Source: an optimization exercise on an open RTL-to-GDS flow (aim: small area, a short achievable clock period and few clock cycles per item). Production flows keep margins and buffers that such runs may drop. At most, simulation tests tie the RTL to the original design; equivalence was not proved.

==> flow/design.v <==
`timescale 1ns/1ps
module average #(
    parameter NOF_BITS = 32,
    parameter WIDTH = 32
) (
    input  wire                     clk,
    input  wire                     rst_n,
    input  wire                     start,
    input  wire                     data_first,
    input  wire                     data_last,
    input  wire [NOF_BITS-1:0]      data_in,
    output wire [NOF_BITS:0]        data_out,
    output reg                      busy,
    output reg                      TO,
    output reg                      done
);
    reg        wt, dv, lst;
    reg [5:0]  c;           
    reg [31:0] din;         
    reg [16:0] cnt;         
    reg [7:0]  n3;          
    reg [32:0] q;           
    reg [15:0] r;           
    wire fast = (cnt[16:6] == 11'd0);
    wire [5:0] r0 = {r[5:1], r[0] | q[32]};    
    wire [7:0] t  = {r0, q[31:30]};
    wire [7:0] d1, d2, d3;
    wire ge1, ge2, ge3;
    pfx_add #(8) u_d1 (.a(t), .b(~{2'b0, cnt[5:0]}),       .ci(1'b1), .s(d1), .co(ge1));
    pfx_add #(8) u_d2 (.a(t), .b(~{1'b0, cnt[5:0], 1'b0}), .ci(1'b1), .s(d2), .co(ge2));
    pfx_add #(8) u_d3 (.a(t), .b(~n3),                     .ci(1'b1), .s(d3), .co(ge3));
    wire [5:0] fr = ge3 ? d3[5:0] : ge2 ? d2[5:0] : ge1 ? d1[5:0] : t[5:0];
    wire [1:0] fd = {ge2, ge3 | (ge1 & !ge2)};
    wire [16:0] st = {r[15:1], r0[0], q[31]};
    wire [16:0] sd;
    wire        sge;
    pfx_add #(17) u_sd (.a(st), .b(~cnt), .ci(1'b1), .s(sd), .co(sge));
    wire [15:0] sr = sge ? sd[15:0] : st[15:0];
    wire [32:0] acc;
    pfx_add #(33) u_acc (.a(q), .b({1'b0, din}), .ci(1'b0), .s(acc), .co());
    wire [5:0] load = (fast && cnt[5:0] != 6'd63) ? 6'd48 : 6'd32;
    wire       skip = fast && r[5:0] == 6'd0 && q[32:24] == 9'd0 && c[5:2] != 4'b1111;
    wire       one  = fast && cnt[5:0] == 6'd0;    
    always @(posedge clk) begin
        din <= data_in;
        if (dv) begin
            q <= skip ? {1'b0, q[23:0], 8'd0} : fast ? {1'b0, q[29:0], fd} : {1'b0, q[30:0], sge};
            r <= fast ? {sr[15:6], fr} : sr;
        end else if (busy) begin
            q <= acc;
            r <= 16'd0;
        end else begin
            q <= 33'd0;    
            r <= 16'd0;
        end
        if (!busy) begin
            cnt <= 17'd0;
            n3  <= 8'd0;
        end else if (!dv) begin
            cnt <= cnt + 17'd1;
            n3  <= n3 + 8'd3;
        end
        if (wt || dv) c <= c + {3'd0, dv && skip, 1'b0, !(dv && skip)};
        else if (busy) c <= load;
        else c <= 6'd0;
    end
    always @(posedge clk or negedge rst_n) begin
        if (!rst_n) begin
            wt   <= 1'b0;
            busy <= 1'b0;
            dv   <= 1'b0;
            lst  <= 1'b0;
            TO   <= 1'b0;
            done <= 1'b0;
        end else begin
            TO   <= 1'b0;
            done <= 1'b0;
            lst  <= data_last;
            if (wt) begin
                if (c == 6'd11) begin
                    wt <= 1'b0;
                    TO <= 1'b1;
                end else if (data_first && c < 6'd10) begin
                    wt   <= 1'b0;
                    busy <= 1'b1;
                end
            end else if (busy) begin
                if (dv) begin
                    if (c == 6'd63) begin
                        busy <= 1'b0;
                        dv   <= 1'b0;
                        done <= 1'b1;
                    end
                end else if (lst) begin
                    if (one) begin
                        busy <= 1'b0;
                        done <= 1'b1;
                    end else begin
                        dv <= 1'b1;
                    end
                end
            end else if (start) begin
                wt <= 1'b1;
            end
        end
    end
    assign data_out = q[32:0];
endmodule
module pfx_add #(
    parameter W = 8
) (
    input  wire [W-1:0] a,
    input  wire [W-1:0] b,
    input  wire         ci,
    output wire [W-1:0] s,
    output wire         co
);
    localparam L = $clog2(W + 1);
    reg [W:0] g0, p0, g, p, gn, pn;
    integer i, k;
    always @(*) begin
        g0 = {a & b, ci};
        p0 = {a ^ b, 1'b0};
        g = g0;
        p = p0;
        for (k = 0; k < L; k = k + 1) begin
            gn = g;
            pn = p;
            for (i = 0; i <= W; i = i + 1)
                if ((i >> k) & 1) begin
                    if (k > 0 && i == (1 << k))
                        gn[i] = (g0[i] | (p0[i] & g0[i-1])) | (p0[i] & p0[i-1] & g[i-2]);
                    else
                        gn[i] = g[i] | (p[i] & g[((i >> k) << k) - 1]);
                    pn[i] = p[i] & p[((i >> k) << k) - 1];
                end
            g = gn;
            p = pn;
        end
    end
    assign s  = a ^ b ^ g[W-1:0];
    assign co = g[W];
endmodule
clock: 8.0 ns
lec_check: 0
cap_margin: 20
core_margin: 2
core_utilization: 60
setup_slack_margin: 5
slew_margin: 20
standard.sh (not shown) runs the stock make flow with config.mk's settings and CLKGATE_MAP_FILE= SYNTH_SCRIPT=/design/flow/synth_recipe.tcl, a recipe that flattens the netlist after the stock synthesis.
==> flow/flow/run.sh <==
#!/bin/bash
set -euo pipefail
bash standard.sh SETUP_SLACK_MARGIN=5.3 "BUFFER_PORTS_ARGS=-buffer_cell sky130_fd_sc_hd__buf_1" finish > make_finish.log 2>&1
Change:
--- a/flow/design.v
+++ b/flow/design.v
@@ -38,14 +38,13 @@
     wire [15:0] sr = sge ? sd[15:0] : st[15:0];
     wire [32:0] acc;
     pfx_add #(33) u_acc (.a(q), .b({1'b0, din}), .ci(1'b0), .s(acc), .co());
     wire [5:0] load = (fast && cnt[5:0] != 6'd63) ? 6'd48 : 6'd32;
-    wire       skip = fast && r[5:0] == 6'd0 && q[32:24] == 9'd0 && c[5:2] != 4'b1111;
     wire       one  = fast && cnt[5:0] == 6'd0;    
     always @(posedge clk) begin
         din <= data_in;
         if (dv) begin
-            q <= skip ? {1'b0, q[23:0], 8'd0} : fast ? {1'b0, q[29:0], fd} : {1'b0, q[30:0], sge};
+            q <= fast ? {1'b0, q[29:0], fd} : {1'b0, q[30:0], sge};
             r <= fast ? {sr[15:6], fr} : sr;
         end else if (busy) begin
             q <= acc;
             r <= 16'd0;
@@ -59,9 +58,9 @@
         end else if (!dv) begin
             cnt <= cnt + 17'd1;
             n3  <= n3 + 8'd3;
         end
-        if (wt || dv) c <= c + {3'd0, dv && skip, 1'b0, !(dv && skip)};
+        if (wt || dv) c <= c + 6'd1;
         else if (busy) c <= load;
         else c <= 6'd0;
     end
     always @(posedge clk or negedge rst_n) begin
Outcome:
- via count falls by 15%
- first-iteration DRC count falls by 28%
- final area falls by 11%
- hold slack improves by 0.0059 ns
- die area falls by 2.9%
- cell count falls by 8.0%
- clock-buffer cell count falls by 5
Testbench counts after the change, summed over its fixed seeds: cycles 27,663, items 800.
For the first run of this note, only the layout was checked, not whether the RTL still works.

========
## trial 70
Starts from the design.v that is shown in full above.
==> flow/config.mk <==
export PLATFORM = sky130hd
export DESIGN_NAME = average
export DESIGN_NICKNAME = average
export VERILOG_FILES = /design/flow/design.v
export SDC_FILE = /design/flow/constraint.sdc
export NUM_CORES = 4
export LEC_CHECK = 0
export CAP_MARGIN = 20
export CORE_MARGIN = 2
export CORE_UTILIZATION = 60
export CTS_BUF_LIST = sky130_fd_sc_hd__clkbuf_4 sky130_fd_sc_hd__clkbuf_8
export CTS_CLUSTER_SIZE = 30
export SETUP_SLACK_MARGIN = 5
export SLEW_MARGIN = 20
export TNS_END_PERCENT = 0
==> flow/constraint.sdc <==
create_clock -name core_clock -period 8.0 [get_ports {clk}]
set_input_delay 1.6000 -clock core_clock [delete_from_list [all_inputs] [get_ports {clk}]]
set_output_delay 1.6000 -clock core_clock [all_outputs]
set_load 0.01 [all_outputs]
Scripts as last shown in full above: flow/flow/run.sh
[inputs] build 41 vs trial 70
--- a/flow/design.v
+++ b/flow/design.v
@@ -38,14 +38,13 @@
     wire [15:0] sr = sge ? sd[15:0] : st[15:0];
     wire [32:0] acc;
     pfx_add #(33) u_acc (.a(q), .b({1'b0, din}), .ci(1'b0), .s(acc), .co());
     wire [5:0] load = (fast && cnt[5:0] != 6'd63) ? 6'd48 : 6'd32;
-    wire       skip = fast && r[5:0] == 6'd0 && q[32:24] == 9'd0 && c[5:2] != 4'b1111;
     wire       one  = fast && cnt[5:0] == 6'd0;    
     always @(posedge clk) begin
         din <= data_in;
         if (dv) begin
-            q <= skip ? {1'b0, q[23:0], 8'd0} : fast ? {1'b0, q[29:0], fd} : {1'b0, q[30:0], sge};
+            q <= fast ? {1'b0, q[29:0], fd} : {1'b0, q[30:0], sge};
             r <= fast ? {sr[15:6], fr} : sr;
         end else if (busy) begin
             q <= acc;
             r <= 16'd0;
@@ -59,9 +58,9 @@
         end else if (!dv) begin
             cnt <= cnt + 17'd1;
             n3  <= n3 + 8'd3;
         end
-        if (wt || dv) c <= c + {3'd0, dv && skip, 1'b0, !(dv && skip)};
+        if (wt || dv) c <= c + 6'd1;
         else if (busy) c <= load;
         else c <= 6'd0;
     end
     always @(posedge clk or negedge rst_n) begin
## What came out
- Per the comparison of build 41 with trial 70, largest net degree at the start of global routing now larger, utilization now smaller, non-clock buffer count now smaller.
- Starting density of the core | build 41 below trial 70
- Diff trial 70 -> build 41: final worst clock skew was more or less identical; synthesis-to-layout area growth went down 5.9 points.
- Build 41 vs trial 70 on multi-input logic cell count: build 41 is the lower one.
- Critical path launch point: q[7]$_DFF_P_ -> trial 70, busy$_DFFE_PN0P_ -> build 41
- Changes observed in build 41 relative to trial 70: post-route minimum period shrank by 0.028 ns, first-pass iteration count of the detailed router was more or less identical.
- Build 41 was carried through to the last stage, and its layout satisfied the timing, design-rule and antenna checks.
- Delta (build 41 minus trial 70): met2 routed wirelength lost 26%, detailed-routing wirelength on met1 lost about 15%, multi-input logic portion of the cell area neither gained nor lost much.
Testbench counts of build 41, summed over its fixed seeds: cycles 27,663, items 800.
The RTL of trial 70 was laid out without a check of its function.

========
south:
average, a different RTL version from the one above (not shown whole).
For scale: ~740 cells after synthesis, ~120 flip-flops.
==> module pfx_add, before the edit <==
module pfx_add #(
    parameter W = 8
) (
    input  wire [W-1:0] a,
    input  wire [W-1:0] b,
    input  wire         ci,
    output wire [W-1:0] s,
    output wire         co
);
    localparam L = $clog2(W + 1);
    reg [W:0] g, p, gn, pn;
    integer i, k;
    always @(*) begin
        g = {a & b, ci};
        p = {a ^ b, 1'b0};
        for (k = 0; k < L; k = k + 1) begin
            gn = g;
            pn = p;
            for (i = 0; i <= W; i = i + 1)
                if ((i >> k) & 1) begin
                    gn[i] = g[i] | (p[i] & g[((i >> k) << k) - 1]);
                    pn[i] = p[i] & p[((i >> k) << k) - 1];
                end
            g = gn;
            p = pn;
        end
    end
    assign s  = a ^ b ^ g[W-1:0];
    assign co = g[W];
endmodule
export LEC_CHECK = 0
export CAP_MARGIN = 20
export CORE_MARGIN = 2
export CORE_UTILIZATION = 60
export SETUP_SLACK_MARGIN = 5
export SLEW_MARGIN = 20
create_clock -name core_clock -period 8.0 [get_ports {clk}]
==> flow/flow/run.sh <==
#!/bin/bash
set -euo pipefail
bash standard.sh SETUP_SLACK_MARGIN=5.3 finish > make_finish.log 2>&1
Testbench counts of south, summed over its fixed seeds: cycles 27,663, items 800.
For east, these inputs were changed with respect to south:
==> flow/design.v, changed modules only <==
module pfx_add #(
    parameter W = 8
) (
    input  wire [W-1:0] a,
    input  wire [W-1:0] b,
    input  wire         ci,
    output wire [W-1:0] s,
    output wire         co
);
    localparam L = $clog2(W + 1);
    reg [W:0] g0, p0, g, p, gn, pn;
    integer i, k;
    always @(*) begin
        g0 = {a & b, ci};
        p0 = {a ^ b, 1'b0};
        g = g0;
        p = p0;
        for (k = 0; k < L; k = k + 1) begin
            gn = g;
            pn = p;
            for (i = 0; i <= W; i = i + 1)
                if ((i >> k) & 1) begin
                    if (k > 0 && i == (1 << k))
                        gn[i] = (g0[i] | (p0[i] & g0[i-1])) | (p0[i] & p0[i-1] & g[i-2]);
                    else
                        gn[i] = g[i] | (p[i] & g[((i >> k) << k) - 1]);
                    pn[i] = p[i] & p[((i >> k) << k) - 1];
                end
            g = gn;
            p = pn;
        end
    end
    assign s  = a ^ b ^ g[W-1:0];
    assign co = g[W];
endmodule
[summary]
- [compare] base=south new=east: period utilization -0.79 points; share of the final layout cell area in sequential cells moved up.
- east against south: critical path depth decreased 10; number of standard cells after synthesis rose by about 3%.
- Fraction of the yosys area taken by sequential cells for east: 0.15 points down relative to south
- The placed instance area in east sits 0.91% above the value recorded for south.
- | signed area change from the synthesized netlist to the final layout | higher: south |
- Of the two candidates, south has the better overall die area and east the worse one.
- Going from south to east, global-route track usage on met3 -1.1 points.
- Worst-path cell with the longest stage delay = sky130_fd_sc_hd__fa_1: south; worst-path cell with the longest stage delay = sky130_fd_sc_hd__dfxtp_2: east
Testbench counts of east, summed over its fixed seeds: cycles 27,663, items 800.

-- afterwards: timing with drivers on the ports --
No port has a modelled driver above. Below, the same layouts with a new extraction and two added sets of constraints. Step 1 (the two cells are an assumption about what drives the block):
set clk [get_ports {clk}]
set_driving_cell -lib_cell sky130_fd_sc_hd__clkbuf_16 $clk
set_driving_cell -lib_cell sky130_fd_sc_hd__buf_2 [delete_from_list [all_inputs] $clk]
Step 2 moves the port delays by t, midway between the first and last clock arrival at a register: inputs arrive t later, outputs are due t later. That takes back most of the time a late clock gives input paths. a / b / c = ideal ports / drivers / drivers and shift; a / b = the first two.
run | t (ns) | setup slack, ns | clock arrival spread, ns | cell pins on the clock port's net
the first run of note 1 | 0.455 | 5.304 / 5.279 / 5.304 | 0.009 / 0.010 | 1
the second run of note 1 | 0.457 | 5.342 / 5.303 / 5.370 | 0.005 / 0.005 | 1
trial 70 | 0.488 | 5.277 / 5.242 / 5.298 | 0.010 / 0.010 | 1
build 41 | 0.484 | 5.305 / 5.268 / 5.368 | 0.008 / 0.008 | 1
south | 0.462 | 5.271 / 5.271 / 5.271 | 0.010 / 0.009 | 1
east | 0.462 | 5.334 / 5.292 / 5.376 | 0.007 / 0.007 | 1
After both steps setup and hold are still met in every run listed.
